This design comes from an exercise in tuning for small area on the open sky130 flow, not from production work. Only simulation tests tie the RTL to the original design; equivalence was not proved. No activity file was given, so power comes from the tool's default toggle rates.

==> 10-15 <==
// vga_display
module vga_display(
    input wire clk, reset,
    input cpu_isAttacking,
    input wire [3:0] p1_health_out, cpu_health_out,
    input wire [3:0] keyboard_input,
    output wire hSync, vSync,
    output wire [11:0] VGA
    );
    reg [1:0] count;
    reg pixel_strobe;
    reg [5:0] hq;
    reg [4:0] hr, vq, vr;
    wire [1:0] count_n;
    wire pixel_strobe_n;
    wire [5:0] hq_n;
    wire [4:0] hr_n, vq_n, vr_n;
    always @(posedge clk) begin
        count <= count_n;
        pixel_strobe <= pixel_strobe_n;
        hq <= hq_n;
        hr <= hr_n;
        vq <= vq_n;
        vr <= vr_n;
    end
    vga_logic logic_i (.reset(reset), .count(count), .pixel_strobe(pixel_strobe),
        .hq(hq), .hr(hr), .vq(vq), .vr(vr),
        .cpu_isAttacking(cpu_isAttacking), .p1_health_out(p1_health_out), .cpu_health_out(cpu_health_out),
        .keyboard_input(keyboard_input),
        .count_n(count_n), .pixel_strobe_n(pixel_strobe_n), .hq_n(hq_n), .hr_n(hr_n), .vq_n(vq_n), .vr_n(vr_n),
        .hSync(hSync), .vSync(vSync), .VGA(VGA));
endmodule
clock: 10.0 ns
lec_check: 0
cap_margin: 20
core_margin: 2
core_utilization: 50
cts_buf_list: sky130_fd_sc_hd__clkbuf_8
cts_cluster_diameter: 200
cts_cluster_size: 30
gpl_timing_driven: 0
place_density: 0.6
slew_margin: 20
standard.sh (not shown) runs the stock make flow with config.mk's settings and CLKGATE_MAP_FILE= SYNTH_SCRIPT=/design/flow/synth_recipe.tcl, a recipe that flattens the netlist after the stock synthesis.
==> flow/flow/run.sh <==
#!/bin/bash
# Own layout flow: the standard ORFS flow (standard.sh) with three changes to synthesis and
# placement, none to the registers (their names and cell types are the standard synthesis's):
#  - the technology-mapping ABC call uses an area-oriented script (flow/abc_area_own.script)
#    instead of ORFS's delay-oriented one;
#  - half and full adders are left to ABC as plain gates (ADDER_MAP_FILE empty) instead of being
#    mapped to adder cells before ABC;
#  - ports are buffered as in the standard flow, but with the smallest buffer (buf_1).
# ORFS writes each tool's log under orfs/logs/; make's own output goes to flow_make.log here.
set -euo pipefail
W=$(pwd)
{
  echo "proc abc {args} {"
  echo "  set i [lsearch -exact \$args -script]"
  echo "  if {\$i >= 0} { lset args [expr {\$i + 1}] $W/flow/abc_area_own.script }"
  echo "  yosys abc {*}\$args"
  echo "}"
  cat "$W/synth_recipe.tcl"
} > "$W/own_synth.tcl"
sed "s#SYNTH_SCRIPT=[^ ]*#SYNTH_SCRIPT=$W/own_synth.tcl ADDER_MAP_FILE=#" "$W/standard.sh" > "$W/own_standard.sh"
grep -q "SYNTH_SCRIPT=$W/own_synth.tcl" "$W/own_standard.sh"
export BUFFER_PORTS_ARGS="-buffer_cell sky130_fd_sc_hd__buf_1"
bash "$W/own_standard.sh" > "$W/flow_make.log" 2>&1
==> flow/flow/abc_area_own.script <==
strash
dch -f
amap
topo
==> 11-16: changes against 10-15 <==
==> flow/flow/run.sh (replaced) <==
#!/bin/bash
# Own layout flow: the standard ORFS flow (standard.sh), unchanged except that the
# technology-mapping ABC call of the standard synthesis uses an area-oriented script
# (flow/abc_area_own.script) instead of ORFS's delay-oriented one. Registers, their names and
# cell types are those of the standard synthesis. Half and full adders are left to ABC as plain
# gates (ADDER_MAP_FILE empty) instead of being mapped to adder cells before ABC. Ports are buffered as in the standard flow, with
# the smallest buffer (buf_1) instead of ORFS's default choice. ORFS writes each tool's log under
# orfs/logs/; make's own output goes to flow_make.log here.
set -euo pipefail
W=$(pwd)
{
  echo "proc abc {args} {"
  echo "  set i [lsearch -exact \$args -script]"
  echo "  if {\$i >= 0} { lset args [expr {\$i + 1}] $W/flow/abc_area_own.script }"
  echo "  yosys abc {*}\$args"
  echo "}"
  cat "$W/synth_recipe.tcl"
} > "$W/own_synth.tcl"
sed "s#SYNTH_SCRIPT=[^ ]*#SYNTH_SCRIPT=$W/own_synth.tcl ADDER_MAP_FILE=#" "$W/standard.sh" > "$W/own_standard.sh"
grep -q "SYNTH_SCRIPT=$W/own_synth.tcl" "$W/own_standard.sh"
export BUFFER_PORTS_ARGS="-buffer_cell sky130_fd_sc_hd__buf_1"
bash "$W/own_standard.sh" > "$W/flow_make.log" 2>&1
--- a/flow/config.mk
+++ b/flow/config.mk
@@ -10,7 +10,4 @@
 export CORE_UTILIZATION = 50
 export CTS_BUF_LIST = sky130_fd_sc_hd__clkbuf_8
-export CTS_CLUSTER_DIAMETER = 200
-export CTS_CLUSTER_SIZE = 30
-export GPL_TIMING_DRIVEN = 0
 export PLACE_DENSITY = 0.6
 export SLEW_MARGIN = 20
==> run summary <==
item                                                  10-15      11-16
Final worst setup slack                            0.424 ns   0.497 ns
Result of the run                  timing/DRC/antenna clean  timing/DRC/antenna clean
Routed length on met3                                985 um    1.16 mm
Layout cells sized above 1                           0.0407     0.0307
Internal                                           0.155 mW   0.156 mW
Wl on met1                                          4.06 mm    4.05 mm
Clock power share                                     0.423      0.420
Global Route met2 Usage                               0.511      0.550
Worst EP arrival                                    7.58 ns    7.50 ns
Number of fillers in the final layout                   517        514
Met1 routing resource usage after global routing      0.417      0.418
Area delta synth->final                               12.6%      12.4%
Pleak                                               1.07 nW    1.08 nW
Via count of the first global-routing pass             3438       3623
Switching power                                   0.0419 mW  0.0425 mW
Post-route minimum period                           9.58 ns    9.50 ns

separate check: timing with driven ports:
The flow's constraints put no driver on any port. The routed layouts listed below were extracted and timed again, unchanged, in two steps. Step 1 sets driving cells, clkbuf_16 on the clock port and buf_2 on the other inputs (assumed; they add their load-dependent delay and slew). Step 2, shift: input delay + t, output delay - t, t = (earliest + latest rising clock arrival at the registers) / 2. This alone moves slack from input paths to output paths. Three values: ideal, step 1, step 2; two values: the first two.
run	shift t [ns]	setup WS [ns]	hold slack, ns	worst slew at a driven data input, ns
10-15	0.283	0.424 / 0.403 / 0.403	0.412 / 0.412 / 0.412	0.03
11-16	0.284	0.497 / 0.476 / 0.476	0.417 / 0.417 / 0.417	0.03
After both steps every run listed still meets setup and hold.
